What follows belongs to an exercise in optimizing a design on an open flow for small area and a short achievable clock period; a production flow would make more cautious choices.
At most, simulation tests tie the RTL to the original design; equivalence was not proved.
Power figures rest on the tool's default switching activity, not on a simulated workload.

// fifo
module fifo (
    clk      ,  
    rst      ,  
    data_in  ,  
    rd_en    ,  
    wr_en    ,  
    data_out ,  
    empty    ,  
    full        
);
input clk;
input rst;
input rd_en;
input wr_en;
input [7:0] data_in;
output full;
output empty;
output [7:0] data_out;
reg [7:0]  data_out;
reg        full;
reg        empty;
reg [7:0]  wr_ptr;
reg [7:0]  rd_ptr;
reg [15:0] rd_hi_n;    
reg [15:0] rd_lo_n;    
reg        phase;
reg [7:0] q [0:255];
wire wr_acc = wr_en & ~full & ~rst;
wire rd_acc = rd_en & ~empty;
wire [7:0] wr_ptr_p1 = wr_ptr + 8'd1;
wire [7:0] rd_ptr_p1 = rd_ptr + 8'd1;
wire almost_full  = (wr_ptr_p1 == rd_ptr);    
wire almost_empty = (rd_ptr_p1 == wr_ptr);    
wire sel_cur  = ~full | rd_en;
wire sel_next = wr_acc & (~almost_full | rd_en);
wire [7:0] col_even = (wr_acc & ~wr_ptr[0]) ? (data_in ^ {8{phase}}) : 8'hff;
wire [7:0] col_odd  = (wr_acc &  wr_ptr[0]) ? (data_in ^ {8{phase}}) : 8'hff;
wire [15:0] wr_hi = 16'd1 << wr_ptr[7:4];
wire [15:0] wr_lo = 16'd1 << wr_ptr[3:0];
wire [15:0] z_cur  = wr_lo & {16{sel_cur}};
wire [15:0] z_next = {wr_lo[14:0], 1'b0} & {16{sel_next}};
wire        z_wrap = wr_lo[15] & sel_next;
wire [15:0] z = z_cur | z_next;
genvar k, b, j;
generate
  for (k = 0; k < 256; k = k + 1) begin : row
    wire r;
    if ((k & 15) != 0) begin : mid
      g_and2 u_r (.a(wr_hi[k >> 4]), .b(z[k & 15]), .y(r));
    end else begin : first
      assign r = (wr_hi[k >> 4] & z[0]) |
                 (wr_hi[((k >> 4) + 15) & 15] & z_wrap) |
                 ((k == 0) & rst);
    end
    wire [7:0] c = (k & 1) ? col_odd : col_even;
    wire [7:0] d;
    for (b = 0; b < 8; b = b + 1) begin : cb
      g_a21oi u_c (.a1(r), .a2(c[b]), .b1(q[k][b]), .y(d[b]));
    end
    always @(posedge clk)
      q[k] <= d;
  end
endgenerate
wire [255:0] rsel;
generate
  for (k = 0; k < 256; k = k + 1) begin : rs
    g_nor2 u_s (.a(rd_hi_n[k >> 4]), .b(rd_lo_n[k & 15]), .y(rsel[k]));
  end
endgenerate
wire [7:0] rd_data;
generate
  for (b = 0; b < 8; b = b + 1) begin : rt
    wire [127:0] l1;   
    wire [31:0]  l2;   
    wire [7:0]   l3;   
    wire [1:0]   l4;   
    for (j = 0; j < 128; j = j + 1) begin : a
      g_a22oi u (.a1(rsel[2*j]), .a2(q[2*j][b]), .b1(rsel[2*j+1]), .b2(q[2*j+1][b]), .y(l1[j]));
    end
    for (j = 0; j < 32; j = j + 1) begin : n2
  ...
Settings: LEC_CHECK=0, CAP_MARGIN=20, CORE_MARGIN=2, CORE_UTILIZATION=50, PLACE_DENSITY=0.6, SLEW_MARGIN=20, SYNTH_HIERARCHICAL=1, SYNTH_MINIMUM_KEEP_SIZE=0; clock period 5.0 ns.
standard.sh (not shown) runs the stock make flow with config.mk's settings and CLKGATE_MAP_FILE= SYNTH_SCRIPT=/design/flow/synth_recipe.tcl, a recipe that flattens the netlist after the stock synthesis.
==> flow/flow/run.sh <==
#!/bin/bash
# Standard flow, with one step added after synthesis: the single-gate cells
# that synthesis mapped to drive strength 2 are set back to drive strength 1
# (timing repair later upsizes the ones that need it).
set -euo pipefail
R=orfs/results/sky130hd/fifo/base
bash standard.sh synth > log_synth.txt 2>&1
cat > downsize.tcl <<TCL
read_db $R/1_synth.odb
set db [ord::get_db]
set block [ord::get_db_block]
set n 0
foreach pair {{a21oi_2 a21oi_1} {a22oi_2 a22oi_1}} {
  set from sky130_fd_sc_hd__[lindex \$pair 0]
  set to [\$db findMaster sky130_fd_sc_hd__[lindex \$pair 1]]
  foreach inst [\$block getInsts] {
    if {[[\$inst getMaster] getName] eq \$from} {
      \$inst swapMaster \$to
      incr n
    }
  }
}
puts "downsized \$n instances"
write_db $R/1_synth.odb
TCL
openroad -no_init -exit downsize.tcl > log_downsize.txt 2>&1
touch $R/1_synth.sdc
bash standard.sh finish > log_finish.txt 2>&1
The baseline passed the timing, DRC and antenna checks.
Next try:
==> flow/run.sh (new file) <==
#!/bin/bash
# synth_recipe.tcl (not shown) runs the flow's synth.tcl, then flattens the netlist and writes it again
# the make line also repeats each setting of config.mk as NAME=value (left out here)
make -C /OpenROAD-flow-scripts/flow DESIGN_CONFIG=/design/flow/config.mk WORK_HOME=/design/flow/orfs CLKGATE_MAP_FILE= SYNTH_SCRIPT=/design/flow/synth_recipe.tcl finish
removed: flow/flow/run.sh
removed: flow/standard.sh
Effect: Power rises by a few percent; global-route usage falls by 2.3 points; die area rises by about a fifth; first-iteration DRC count falls by well over a third; setup slack improved by 420 ps; clock-buffer cell count rises by 26; synthesized cell count does not change; fmax rises by roughly a tenth; non-clock buffer count rises by 40.
Next try:
==> flow/flow/run.sh (new file) <==
#!/bin/bash
# Standard flow, with one step added after synthesis: the single-gate cells
# that synthesis mapped to drive strength 2 are set back to drive strength 1
# (timing repair later upsizes the ones that need it).
set -euo pipefail
R=orfs/results/sky130hd/fifo/base
bash standard.sh synth > log_synth.txt 2>&1
cat > downsize.tcl <<TCL
read_db $R/1_synth.odb
set db [ord::get_db]
set block [ord::get_db_block]
set n 0
foreach pair {{a21oi_2 a21oi_1} {a22oi_2 a22oi_1}} {
  set from sky130_fd_sc_hd__[lindex \$pair 0]
  set to [\$db findMaster sky130_fd_sc_hd__[lindex \$pair 1]]
  foreach inst [\$block getInsts] {
    if {[[\$inst getMaster] getName] eq \$from} {
      \$inst swapMaster \$to
      incr n
    }
  }
}
puts "downsized \$n instances"
write_db $R/1_synth.odb
TCL
openroad -no_init -exit downsize.tcl > log_downsize.txt 2>&1
touch $R/1_synth.sdc
bash standard.sh finish > log_finish.txt 2>&1
==> flow/standard.sh (new file) <==
#!/bin/bash
# synth_recipe.tcl (not shown) runs the flow's synth.tcl, then flattens the netlist and writes it again
# the make line also repeats each setting of config.mk as NAME=value (left out here)
make -C /OpenROAD-flow-scripts/flow DESIGN_CONFIG=/design/flow/config.mk WORK_HOME=/design/flow/orfs CLKGATE_MAP_FILE= SYNTH_SCRIPT=/design/flow/synth_recipe.tcl "${@:-finish}"
--- a/flow/config.mk
+++ b/flow/config.mk
@@ -8,6 +8,9 @@
 export CAP_MARGIN = 20
 export CORE_MARGIN = 2
-export CORE_UTILIZATION = 50
-export PLACE_DENSITY = 0.6
+export CORE_UTILIZATION = 55
+export CTS_BUF_LIST = sky130_fd_sc_hd__clkbuf_8
+export CTS_CLUSTER_SIZE = 30
+export PLACE_DENSITY = 0.65
+export SETUP_SLACK_MARGIN = 2.6
 export SLEW_MARGIN = 20
 export SYNTH_HIERARCHICAL = 1
removed: flow/run.sh
The changed run completed with no timing, DRC or antenna violations.
Die area decreases by about 23%.
Sequential power hardly moves.
Clock power decreases by about 10%.
Via count increases by 7.4%.
Fmax increases by about 20%.
Clock-buffer cell count increases by 92.
Global-route usage increases by 9.4 points.
Worst hold slack got worse by 17 ps.
Final area decreases by 1.3%.
Routed wire length increases by about 0.6%.
Function was not checked in any run of this note: the RTL went through the layout flow alone.

---

The RTL this note starts from:
==> flow/design.v <==
module fifo (
    clk      ,  
    rst      ,  
    data_in  ,  
    rd_en    ,  
    wr_en    ,  
    data_out ,  
    empty    ,  
    full        
);
input clk;
input rst;
input rd_en;
input wr_en;
input [7:0] data_in;
output full;
output empty;
output [7:0] data_out;
reg [7:0]  data_out;
reg        full;
reg        empty;
reg [7:0]  wr_ptr;     
reg [7:0]  arr_ptr;    
reg [15:0] arr_hi_n;   
reg [15:0] arr_lo;     
reg [7:0]  rd_ptr;
reg [15:0] rd_hi_n;    
reg [15:0] rd_lo_n;    
reg [15:0] rd_hi_n1, rd_hi_n2, rd_hi_n3;
reg [15:0] rd_lo_n1, rd_lo_n2, rd_lo_n3;
reg        phase;
reg        pend_v;
reg [7:0]  pend_d;
reg [7:0] q [0:255];
wire wr_acc = wr_en & ~full;
wire rd_acc = rd_en & ~empty;
wire [7:0] wr_ptr_p1  = wr_ptr + 8'd1;
wire [7:0] rd_ptr_p1  = rd_ptr + 8'd1;
wire [7:0] arr_ptr_p1 = arr_ptr + 8'd1;
wire almost_full  = (wr_ptr_p1 == rd_ptr);    
wire almost_empty = (rd_ptr_p1 == wr_ptr);    
wire rd_pend      = pend_v & (arr_ptr == rd_ptr);
wire sel_cur  = pend_v | ~full;
wire sel_next = pend_v & ~full;
wire [7:0] col_data = pend_d ^ {8{phase}};
wire [7:0] col_even = (pend_v & ~arr_ptr[0]) ? col_data : 8'hff;
wire [7:0] col_odd  = (pend_v &  arr_ptr[0]) ? col_data : 8'hff;
wire [15:0] z_cur  = arr_lo & {16{sel_cur}};
wire [15:0] z_next = {arr_lo[14:0], 1'b0} & {16{sel_next}};
wire        zw_n   = ~(arr_lo[15] & sel_next);
wire [15:0] z_n    = ~(z_cur | z_next);
genvar k, b, j;
generate
  for (k = 0; k < 256; k = k + 1) begin : row
    wire r;
    if ((k & 15) != 0) begin : mid
      g_nor2 u_r (.a(arr_hi_n[k >> 4]), .b(z_n[k & 15]), .y(r));
    end else begin : first
      g_o22ai u_r (.a1(arr_hi_n[k >> 4]), .a2(z_n[0]),
                   .b1(arr_hi_n[((k >> 4) + 15) & 15]), .b2(zw_n), .y(r));
    end
    wire [7:0] c = (k & 1) ? col_odd : col_even;
    wire [7:0] d;
    for (b = 0; b < 8; b = b + 1) begin : cb
      g_a21oi u_c (.a1(r), .a2(c[b]), .b1(q[k][b]), .y(d[b]));
    end
    always @(posedge clk)
      q[k] <= d;
  end
endgenerate
wire       take_arr = rd_acc & ~rst & ~rd_pend;
wire [7:0] d_early  = take_arr ? {8{phase}} :
                      rst      ? 8'd0 :
                      rd_acc   ? pend_d : data_out;
wire [255:0] rsel;
generate
  for (k = 0; k < 256; k = k + 1) begin : rs
    wire hn = (((k & 15) >> 2) == 0) ? rd_hi_n[k >> 4]  : (((k & 15) >> 2) == 1) ? rd_hi_n1[k >> 4] :
              (((k & 15) >> 2) == 2) ? rd_hi_n2[k >> 4] : rd_hi_n3[k >> 4];
    wire ln = ((k >> 6) == 0) ? rd_lo_n[k & 15]  : ((k >> 6) == 1) ? rd_lo_n1[k & 15] :
              ((k >> 6) == 2) ? rd_lo_n2[k & 15] : rd_lo_n3[k & 15];
    g_nor2 u_s (.a(hn), .b(ln), .y(rsel[k]));
  end
endgenerate
wire [7:0] rd_hit;
wire [7:0] data_out_d;
generate
  for (b = 0; b < 8; b = b + 1) begin : rt
    wire [127:0] l1;   
    wire [31:0]  l2;   
    wire [15:0]  l3;   
    wire [3:0]   l4;   
    wire [1:0]   l5;   
    for (j = 0; j < 128; j = j + 1) begin : a
      g_a22oi u (.a1(rsel[2*j]), .a2(q[2*j][b]), .b1(rsel[2*j+1]), .b2(q[2*j+1][b]), .y(l1[j]));
    end
    for (j = 0; j < 32; j = j + 1) begin : n2
      g_nand4 u (.a(l1[4*j]), .b(l1[4*j+1]), .c(l1[4*j+2]), .d(l1[4*j+3]), .y(l2[j]));
    end
    for (j = 0; j < 16; j = j + 1) begin : n3
      g_nor2 u (.a(l2[2*j]), .b(l2[2*j+1]), .y(l3[j]));
    end
    for (j = 0; j < 4; j = j + 1) begin : n4
      g_nand4 u (.a(l3[4*j]), .b(l3[4*j+1]), .c(l3[4*j+2]), .d(l3[4*j+3]), .y(l4[j]));
    end
    for (j = 0; j < 2; j = j + 1) begin : n5
      g_nor2 u (.a(l4[2*j]), .b(l4[2*j+1]), .y(l5[j]));
    end
    g_a21oi u6 (.a1(l5[0]), .a2(l5[1]), .b1(~take_arr), .y(rd_hit[b]));
    g_xor2 u7 (.a(rd_hit[b]), .b(d_early[b]), .y(data_out_d[b]));
  end
endgenerate
always @(posedge clk)
  data_out <= data_out_d;
wire [15:0] rd_lo_n_d = rst ? 16'hfffe : rd_acc ? {rd_lo_n[14:0], rd_lo_n[15]} : rd_lo_n;
wire [15:0] rd_hi_n_d = rst ? 16'hfffe : (rd_acc & ~rd_lo_n[15]) ? {rd_hi_n[14:0], rd_hi_n[15]} : rd_hi_n;
wire [15:0] rd_lo_n_d1, rd_lo_n_d2, rd_lo_n_d3, rd_hi_n_d1, rd_hi_n_d2, rd_hi_n_d3;
g_buf16 u_bl1 (.a(rd_lo_n_d), .y(rd_lo_n_d1));
g_buf16 u_bl2 (.a(rd_lo_n_d), .y(rd_lo_n_d2));
g_buf16 u_bl3 (.a(rd_lo_n_d), .y(rd_lo_n_d3));
g_buf16 u_bh1 (.a(rd_hi_n_d), .y(rd_hi_n_d1));
g_buf16 u_bh2 (.a(rd_hi_n_d), .y(rd_hi_n_d2));
g_buf16 u_bh3 (.a(rd_hi_n_d), .y(rd_hi_n_d3));
always @(posedge clk) begin
  rd_lo_n  <= rd_lo_n_d;
  rd_hi_n  <= rd_hi_n_d;
  rd_lo_n1 <= rd_lo_n_d1;
  rd_lo_n2 <= rd_lo_n_d2;
  rd_lo_n3 <= rd_lo_n_d3;
  rd_hi_n1 <= rd_hi_n_d1;
  rd_hi_n2 <= rd_hi_n_d2;
  rd_hi_n3 <= rd_hi_n_d3;
end
always @(posedge clk) begin
  phase <= ~phase & ~rst;
  if (rst) begin
    wr_ptr   <= 8'd0;
    arr_ptr  <= 8'd0;
    arr_hi_n <= 16'hfffe;
    arr_lo   <= 16'h0001;
    rd_ptr   <= 8'd0;
    full     <= 1'b0;
    empty    <= 1'b1;
    pend_v   <= 1'b0;
  end else begin
    pend_v <= wr_acc;
    if (wr_acc) begin
      pend_d <= data_in;
      wr_ptr <= wr_ptr_p1;
    end
    if (pend_v) begin
      arr_ptr <= arr_ptr_p1;
      arr_lo  <= {arr_lo[14:0], arr_lo[15]};
      if (arr_lo[15]) arr_hi_n <= {arr_hi_n[14:0], arr_hi_n[15]};
    end
    if (rd_acc) begin
      rd_ptr   <= rd_ptr_p1;
    end
    if (full)  full  <= ~rd_en;
    else       full  <= wr_acc & ~rd_acc & almost_full;
    if (empty) empty <= ~wr_en;
    else       empty <= rd_acc & ~wr_acc & almost_empty;
  end
end
endmodule
module g_nor2 (input a, input b, output y);
  assign y = ~(a | b);
endmodule
module g_a21oi (input a1, input a2, input b1, output y);
  assign y = ~((a1 & a2) | b1);
endmodule
module g_a22oi (input a1, input a2, input b1, input b2, output y);
  assign y = ~((a1 & a2) | (b1 & b2));
endmodule
module g_nand4 (input a, input b, input c, input d, output y);
  assign y = ~(a & b & c & d);
endmodule
module g_xor2 (input a, input b, output y);
  assign y = a ^ b;
endmodule
module g_buf16 (input [15:0] a, output [15:0] y);
  assign y = a;
endmodule
module g_o22ai (input a1, input a2, input b1, input b2, output y);
  assign y = ~((a1 | a2) & (b1 | b2));
endmodule
clock: 5.0 ns
lec_check: 0
cap_margin: 20
core_margin: 2
core_utilization: 50
cts_cluster_diameter: 80
cts_cluster_size: 25
place_density: 0.6
setup_slack_margin: 3.0
slew_margin: 20
synth_hierarchical: 1
synth_minimum_keep_size: 0
==> flow/flow/run.sh <==
#!/bin/bash
# Standard flow, with one step added after synthesis:
# - the single-gate cells that synthesis mapped to drive strength 2 are set
#   back to drive strength 1 (timing repair later upsizes the ones that need it);
# - the last two levels of the read tree, which drive long wires, are given
#   stronger cells (upsize_tree.tcl).
set -euo pipefail
R=orfs/results/sky130hd/fifo/base
bash standard.sh synth > log_synth.txt 2>&1
cat > downsize.tcl <<TCL
read_db $R/1_synth.odb
set db [ord::get_db]
set block [ord::get_db_block]
set n 0
foreach pair {{a21oi_2 a21oi_1} {a22oi_2 a22oi_1}} {
  set from sky130_fd_sc_hd__[lindex \$pair 0]
  set to [\$db findMaster sky130_fd_sc_hd__[lindex \$pair 1]]
  foreach inst [\$block getInsts] {
    if {[[\$inst getMaster] getName] eq \$from} {
      \$inst swapMaster \$to
      incr n
    }
  }
}
puts "downsized \$n instances"
write_db $R/1_synth.odb
TCL
openroad -no_init -exit downsize.tcl > log_downsize.txt 2>&1
ODB_IN=$R/1_synth.odb L5=nor2_4 L4=nand4_2 openroad -no_init -exit flow/upsize_tree.tcl > log_upsize.txt 2>&1
touch $R/1_synth.sdc
# input and output ports get a buf_4 rather than the smallest buffer
export BUFFER_PORTS_ARGS="-buffer_cell sky130_fd_sc_hd__buf_4"
bash standard.sh finish > log_finish.txt 2>&1
Other scripts of this flow, unchanged in this note and not shown: flow/flow/upsize_tree.tcl
The baseline produced a clean layout.
Edit:
Settings changed: CORE_UTILIZATION 50 to 58, PLACE_DENSITY 0.6 to 0.68, SETUP_SLACK_MARGIN 3.0 to 2.6.
Total power went down by about 3.4%.
Via count went down by about 4.3%.
Design area went down by about 8%.
Maximum frequency went down by about 3%.
Non-clock buffer count went down by 101.
Clock skew hardly moves.
Clock-buffer cell count went down by 3.
Setup slack is worse by 76 ps.
Die area went down by 14%.
Combinational power went down by 23%.
Flip-flop and latch count does not change.
Edit:
Settings changed: CORE_UTILIZATION 58 to 62, PLACE_DENSITY 0.68 to 0.72, SETUP_SLACK_MARGIN 2.6 to 2.7.
Core utilization grows by 4.5 points. Die area is lower by 6.4%. Worst hold slack hardly moves. Global-route usage went up by 3.3 points. Via count came out higher by 1.9%. Setup slack improves by 34 ps. Design area increases by 0.37%. Routed wire length rises by 0.84%. Synthesized cell count is unchanged. Register-to-register slack gets better by 30 ps.
Edit:
Settings changed: CORE_UTILIZATION 62 to 50, PLACE_DENSITY 0.72 to 0.6, SETUP_SLACK_MARGIN 2.7 to 2.6.
The changed run completed with no timing, DRC or antenna violations.
Global-route usage is lower by 6.9 points.
Final cell count is higher by about 5%.
Hold slack degrades by 9.6 ps.
Clock-buffer cell count is higher by 12.
Design area is higher by 1.5%.
Core utilization is lower by 12 points.
Via count is lower by 3.1%.
Worst setup slack degrades by 73 ps.
Routed wire length is higher by about 4%.
Clock power is higher by about 10%.

==> separate check: timing with driven ports <==
No port has a modelled driver above. Below, the same layouts with a new extraction and two added sets of constraints.
Step 1: set_driving_cell puts a clkbuf_16 on clk and a buf_2 on each other input, an assumption about the parent block.
Step 2, shift: input delay + t, output delay - t, t = (earliest + latest rising clock arrival at the registers) / 2. This alone moves slack from input paths to output paths.
Slacks: ideal ports / drivers / drivers and shift; pairs: ideal ports / drivers.
run | t (ns) | slack for setup (ns) | hold WS [ns] | worst setup path at the end
the first run of note 1 | 0.907 | 0.616 / 0.616 / 0.490 | 0.405 / 0.405 / 0.405 | input to register
the second run of note 1 | 0.946 | 1.035 / 1.035 / 0.371 | 0.431 / 0.431 / 0.431 | input to register
the third run of note 1 | 1.103 | 1.677 / 1.677 / 1.061 | 0.414 / 0.414 / 0.414 | input to register
the first run of note 2 | 0.843 | 2.589 / 2.505 / 2.100 | 0.401 / 0.340 / 0.410 | input to register
the second run of note 2 | 0.816 | 2.513 / 2.513 / 1.810 | 0.410 / 0.363 / 0.410 | input to register
the third run of note 2 | 0.818 | 2.548 / 2.534 / 2.105 | 0.411 / 0.374 / 0.411 | input to register
the fourth run of note 2 | 0.849 | 2.475 / 2.475 / 1.858 | 0.401 / 0.338 / 0.409 | input to register
After both steps every run listed still meets setup and hold. The setup slack of the second run of note 2, which loses most, moves by 0.000 ns with the drivers and by -0.703 ns with both steps.
